From an optimization exercise on the open Yosys and OpenROAD flow, aimed at small area and few clock cycles; shortcuts taken in it are not production practice.
Function was checked by simulation only, so behaviour that the tests miss may differ from the original.
Power and IR drop assume default switching activity.

==> flow/design.v <==
module alu (
  input [32-1:0] a, b, 
  input [6-1:0] s,
  output [32-1:0] y,
  output zero );
  assign y = s==6'b100000 ? a+b:
  			 s==6'b100010 ? a-b:
             s==6'b100100 ? a & b:
             s==6'b100101 ? a | b:
             s==6'b100110 ? a ^ b:
             s==6'b100111 ? ~ (a | b):
  			 s==6'b100001 ? a+b:
			 b;
  assign zero = (y == 32'b0);
endmodule
module rfile (
 input clk,
 input [5-1:0] a1, a2, a3,
 output [32-1:0] rd1, rd2,
 input [32-1:0] wd3,
 input we3);
	reg [32-1:0] rf[0:32-1];
	assign rd1 = |a1 == 0 ? 0: rf[a1];
	assign rd2 = |a2 == 0 ? 0: rf[a2];
	always @(posedge clk) 
		if(we3) rf[a3] <= wd3;
endmodule
module mipse(
input clk, rst_n,
input [32-1:0] instr,
input [32-1:0] readdata,
output reg [32-1:0] pc, 
output [32-1:0] aluresult,
output [32-1:0] writedata,
output memwrite);
wire [32-1:0] srca, srcb, result;
wire [6-1:0] opcode;
wire [5-1:0] shamt;
wire [6-1:0] func;
wire [5-1:0] rs, rd, rt, writereg;
wire [6-1:0] com;
wire [32-1:0] signimm;
wire [32-1:0] unsignimm;
wire [32-1:0] pcplus4;
wire regwrite;
wire sw_op, beq_op, bne_op, addi_op, lw_op, j_op, jal_op, jr_op, alu_op;
wire ori_op, lui_op;
wire slt_op, slti_op, sltiu_op;
wire zero;
wire addiu_op, sltu_op, bltz_op, bgez_op, blez_op, sll_op, movz_op, movz_en;
assign {opcode, rs, rt, rd, shamt, func} = instr;
assign signimm = {{16{instr[15]}},instr[15:0]};
assign unsignimm = {16'b0,instr[15:0]};
assign sw_op = (opcode == 6'b101011);
assign lw_op = (opcode == 6'b100011);
assign alu_op = (opcode == 6'b000000) & (func[5:3] == 3'b100);
assign addi_op = (opcode == 6'b001000);
assign addiu_op = (opcode == 6'b001001);
assign slti_op = (opcode == 6'b001010);
assign sltiu_op = (opcode == 6'b001011);
assign ori_op = (opcode == 6'b001101);
assign lui_op = (opcode == 6'b001111);
assign beq_op = (opcode == 6'b000100);
assign bne_op = (opcode == 6'b000101);
assign j_op = (opcode == 6'b000010);
assign jal_op = (opcode == 6'b000011);
assign jr_op = (opcode == 6'b000000) & (func == 6'b001000);
assign slt_op = (opcode == 6'b000000) & (func == 6'b101010);
assign sltu_op = (opcode == 6'b000000) & (func == 6'b101001);
assign memwrite = sw_op;
assign bltz_op = (opcode == 6'b000001) & (rt == 5'b00000);
assign bgez_op = (opcode == 6'b000001) & (rt == 5'b00001);
assign blez_op = (opcode == 6'b000110);
assign sll_op = (opcode == 6'b000000) & (func == 6'b000000);
assign movz_op = (opcode == 6'b000000) & (func == 6'b010000);
assign srcb = (addi_op | lw_op | sw_op | slti_op) ? signimm : 
				lui_op ? {instr[15:0], 16'b0}:
				(ori_op | addiu_op | sltiu_op) ? unsignimm : 
								writedata;
assign com = (addi_op | addiu_op | lw_op | sw_op) ? 6'b100000: 
			ori_op ? 6'b100101:
			lui_op ? 6'b000001:
			(beq_op | bne_op | slt_op | sltu_op | slti_op | sltiu_op ) ? 6'b100010: func;
assign movz_en = movz_op & (writedata == 0);
assign result = slt_op | sltu_op | slti_op | sltiu_op ? {31'b0,aluresult[31]} :
		movz_en ?  srca:
		sll_op ? (writedata << shamt) :
		jal_op ? pcplus4:
		lw_op  ? readdata :
		aluresult;
assign regwrite = lw_op | alu_op | addi_op | addiu_op | jal_op | slt_op | sltu_op | slti_op | sltiu_op | sll_op | movz_en | ori_op | lui_op;
assign writereg = jal_op ? 5'b11111: alu_op | slt_op | sltu_op | sll_op | movz_en ? rd : rt;
alu alu_1(.a(srca), .b(srcb), .s(com), .y(aluresult), .zero(zero));
rfile rfile_1(.clk(clk), .rd1(srca), .a1(rs), .rd2(writedata), .a2(rt), 
	.wd3(result), .a3(writereg), .we3(regwrite));
assign pcplus4 = pc+4;
always @(posedge clk or negedge rst_n) 
begin 
   if(!rst_n) pc <= 0;
   else if (j_op | jal_op) 
   	 pc	<= {pc[31:28],instr[25:0],2'b0};
   else if (jr_op) 
   	 pc	<= srca;
   else if ((beq_op & zero) | (bne_op & !zero))
     pc <= pcplus4 +{signimm[29:0],2'b0} ;
	else if ((bltz_op & (srca < 0)) | (blez_op & (srca <= 0)) | (bgez_op & (srca > 0)))
     pc <= pcplus4 +{signimm[29:0],2'b0} ;
   else 
     pc <= pcplus4;
end
endmodule
==> flow/run.sh <==
#!/bin/bash
# synth_recipe.tcl (not shown) runs the flow's synth.tcl, then flattens the netlist and writes it again
# the make line also repeats each setting of config.mk as NAME=value (left out here)
make -C /OpenROAD-flow-scripts/flow DESIGN_CONFIG=/design/flow/config.mk WORK_HOME=/design/flow/orfs CLKGATE_MAP_FILE= SYNTH_SCRIPT=/design/flow/synth_recipe.tcl finish
==> flow/config.mk <==
export PLATFORM = sky130hd
export DESIGN_NAME = mipse
export DESIGN_NICKNAME = mipse
export VERILOG_FILES = /design/flow/design.v
export SDC_FILE = /design/flow/constraint.sdc
export NUM_CORES = 4
export LEC_CHECK = 0
export CAP_MARGIN = 20
export CORE_MARGIN = 2
export CORE_UTILIZATION = 40
export SLEW_MARGIN = 20
==> flow/constraint.sdc <==
create_clock -name core_clock -period 10.0 [get_ports {clk}]
set_input_delay 2.0000 -clock core_clock [delete_from_list [all_inputs] [get_ports {clk}]]
set_output_delay 2.0000 -clock core_clock [all_outputs]
set_load 0.01 [all_outputs]
==> reports/metrics.cfg <==
[placement]
place.gp.congestion = 1.04
hpwlAfterDp_um = 185000
portBuffers = 162
dp_slack_ps = -106

[routing]
routed_via_density = 6.61
drtIter0Drc = 7144
drt_wl_total_um = 262000
drcViolationCount = 0
firstDrtPassIters = 7
dr_total_vias = 48400
antenna_left = 0
wl_per_cell_um = 35.8

[synthesis]
ys_ff_latch = 1056
synth_common_cells = 1024 x edfxtp_1, 431 x mux4_2, 334 x mux2i_1
syn_area_per_cell_um2 = 13.5
ys_top_cells_by_area = edfxtp_1 50%, mux4_2 16%, mux2i_1 5.5%
synth_edf_count = 1024
synth_warnings = 2
yosysTopAreaCell = edfxtp_1
synth.most_common_cell = edfxtp_1
synth_top_area_share_pct = 50.3
syn-num-nets = 4700
async_reset_ff_share_pct = 3.03
netlist_area_um2 = 61200
netlist_instances = 4546
synth-main-ff-cell = edfxtp_1
ys_seq_area_share_pct = 51.6
synth_cell_type_count = 112

[critical_path]
cp-start-kind = input pin
path_class = in -> out
endpoint_kind = output pin
startpoint = instr[16]
crit_path_max_fanout = 20
cp_data_arrival_time_ps = 7840
cp_data_required_time_ps = 8000
r2r-start = rfile_1.rf[3][0]

[timing]
min_period_ps = 9840
fmax_ghz = 0.102
tightest_slew_ps = 1180
setup_viol = 0
fin_crit_sh_pct = 98.4
slew_viol_final = 0
finalSetupTns_ps = 0
grt_setup_unrepaired = false
whs_ps = 660
setup_ws_ps = 162
max-slew-margin-rel_pct = 21.0
skew_ps = 51.2
hold_viol = 0

[clocking]
cts.path.max_buffers = 3
path_clk_slew_ps = 70
clockRootBuffer = clkbuf_16
cts_buffers = 111
cts_tree = yes
clk_latency_ps = 770
h-tree-depth = 3
cts.sinks = 1056

[pwr]
power_leakage_nw = 26.1
powerDensity_nw_per_um2 = 187
irDropWorstVdd_mv = 0.148
p_total_mw = 13.8

[final_layout]
area_growth_pct = 20.8
nets = 5351
postLayoutCoreUtil_pct = 48.7
drive_gt1_share_pct = 28.3

[hold_path]
hold_start = pc[31]
hp-class = reg -> reg

[global_routing]
grt_max_degree = 51
grt_overflow_total = 0
grtUsageTotal_pct = 32.9
antenna_found_initial = 5
grt_pass1_vias = 46800
grt_pass1_wl_um = 362000

[die]
die_h_um = 395
initial_core_util_pct = 40.3
coreArea_um2 = 152000
ios = 163
dieArea_um2 = 156000
die_x_um = 395
row_count = 143

[job]
maxCapViolCount = 0

[run_status]
outcome = no timing/DRC/antenna violations

-- routing by layer --
layer	global-route usage, %	vias up	part of all wire [%]
met5	0	-	0.0050
met4	18.8	2	6.7
met3	6.04	720	11
met2	50.6	3446	45
met1	43.9	24600	37
li1	-	19700	-
-- logic make-up (layout without fill, tap and decap cells) --
| kind of cell | after synthesis | after routing | share of synthesized area, % |
|---|---|---|---|
| AO/OA/AOI/OAI | 1025 | 1025 | 11.4 |
| adder cells (fa/ha/maj) | 88 | 88 | 1.81 |
| flip-flops | 1056 | 1056 | 51.6 |
| other | 0 | 3 | 0 |
| buffers and inverters | 437 | 1184 | 3.42 |
| AND/OR/NAND/NOR | 1026 | 1026 | 8.03 |
| multiplexers | 807 | 807 | 22.3 |
| XOR/XNOR | 107 | 107 | 1.53 |
-- where the power goes --
| part | internal (mW) | leakage (nW) | switching, mW |
|---|---|---|---|
| logic | 1.62 | 14.6 | 2.52 |
| registers | 5.29 | 9.63 | 0.0965 |
| clock network | 2.41 | 1.81 | 1.86 |
| total | 9.32 | 26.1 | 4.48 |
-- worst max-delay path, stage by stage --
cell and delay, ps:
buf_8 180, buf_12 250, mux2i_1 350, o2bb2ai_1 140
mux4_2 480, nor2_2 160, a311oi_2 80, buf_12 170
a22o_1 230, ha_1 270, and3_1 210, a41o_1 200
a31oi_1 200, buf_4 160, a21oi_1 90, o311ai_0 340
o211a_1 310, a211oi_1 100, buf_4 180, o21ai_1 230
o21a_1 190, o211ai_1 110, xor2_1 160, a21oi_1 250
buf_4 190, inv_1 60, clkdlybuf4s50_1 490
-- what timing repair did --
| item | CTS | global route |
|---|---|---|
| setup buffers | 0 | 3 |
| cloned | 0 | 0 |
| hold buffers | 0 | 0 |
| endpoints found under the setup margin | 6 | 13 |
| pin swaps | 0 | 0 |
| gates resized for setup | 4 | 39 |
-- metrics by stage --
step,cells,instance area (um^2)
after global placement,7111,70000
after global routing,7323,73900
final,7326,73900
after CTS,7321,73700
after floorplan,4546,61200
after detailed placement,7112,70000
-- state kept, by name, indices dropped and copies added (netlist names) --
signal	flops
pc	32
rfile_1.rf	1024
-- path summary, 6_finish.rpt --
check	endpoint	slack, ps	cells after the start
min in group asynchronous	pc[21]	1390	1
worst max register to register	pc[9]	2410	31
max in group asynchronous	pc[9]	7940	1
worst max-delay path	aluresult[31]	160	27
worst min-delay path	pc[31]	660	2
worst min register to register	pc[31]	660	2
-- cells in the final DEF, fill, tap and decap left out, types with 24 or more instances in the layout --
master | netlist | routed
a31oi_1 | 46 | 38
a22oi_1 | 137 | 136
o211ai_1 | 63 | 63
nor3_1 | 52 | 48
o221ai_1 | 25 | 24
a221oi_1 | 25 | 25
clkbuf_16 | 0 | 112
xnor2_1 | 76 | 76
buf_4 | 32 | 624
nand2b_1 | 29 | 29
mux4_2 | 431 | 431
clkdlybuf4s50_1 | 0 | 150
nand3_1 | 112 | 112
edfxtp_1 | 1024 | 1024
inv_1 | 123 | 121
mux2i_1 | 334 | 333
a21oi_1 | 217 | 195
and2_1 | 36 | 36
nand4_1 | 31 | 31
o22ai_1 | 52 | 52
o21ai_0 | 158 | 153
a211oi_1 | 49 | 45
o21ai_1 | 25 | 30
xor2_1 | 31 | 31
and3_1 | 25 | 24
ha_1 | 87 | 86
nor2_4 | 0 | 33
mux2_2 | 34 | 34
nor2b_1 | 34 | 32
nand2_1 | 290 | 288
nor2_1 | 299 | 257
dfrtp_1 | 32 | 32
buf_12 | 1 | 55
-- layout make-up --
cell class	count	area, um^2
fillers	13200	78000
flip-flops and latches	1056	31600
multi-input cells	3053	28100
repair buffers	846	7450
clock buffers	129	2870
well taps	2030	2540
clock inverters	80	876
inverters	129	485
diodes	3	7.51

-- separate check: timing with driven ports --
The flow's constraints put no driver on any port. The routed layout listed below was extracted and timed again, unchanged, in two steps. Step 1 (the two cells are an assumption about what drives the block):
set clk [get_ports {clk}]
set_driving_cell -lib_cell sky130_fd_sc_hd__clkbuf_16 $clk
set_driving_cell -lib_cell sky130_fd_sc_hd__buf_2 [delete_from_list [all_inputs] $clk]
Step 2 also shifts input and output timing later by t, the mid clock arrival at the registers, as if the neighbouring blocks saw the same clock. Three values: no drivers, after step 1, after step 2; two values: the first two.
shift t [ns]: 0.812
setup WS [ns]: 0.162 / 0.111 / 0.111
worst setup path after step 2: input to output
After both steps this run still meets setup and hold. The setup slack of this run moves by -0.051 ns with the drivers and by -0.051 ns with both steps.
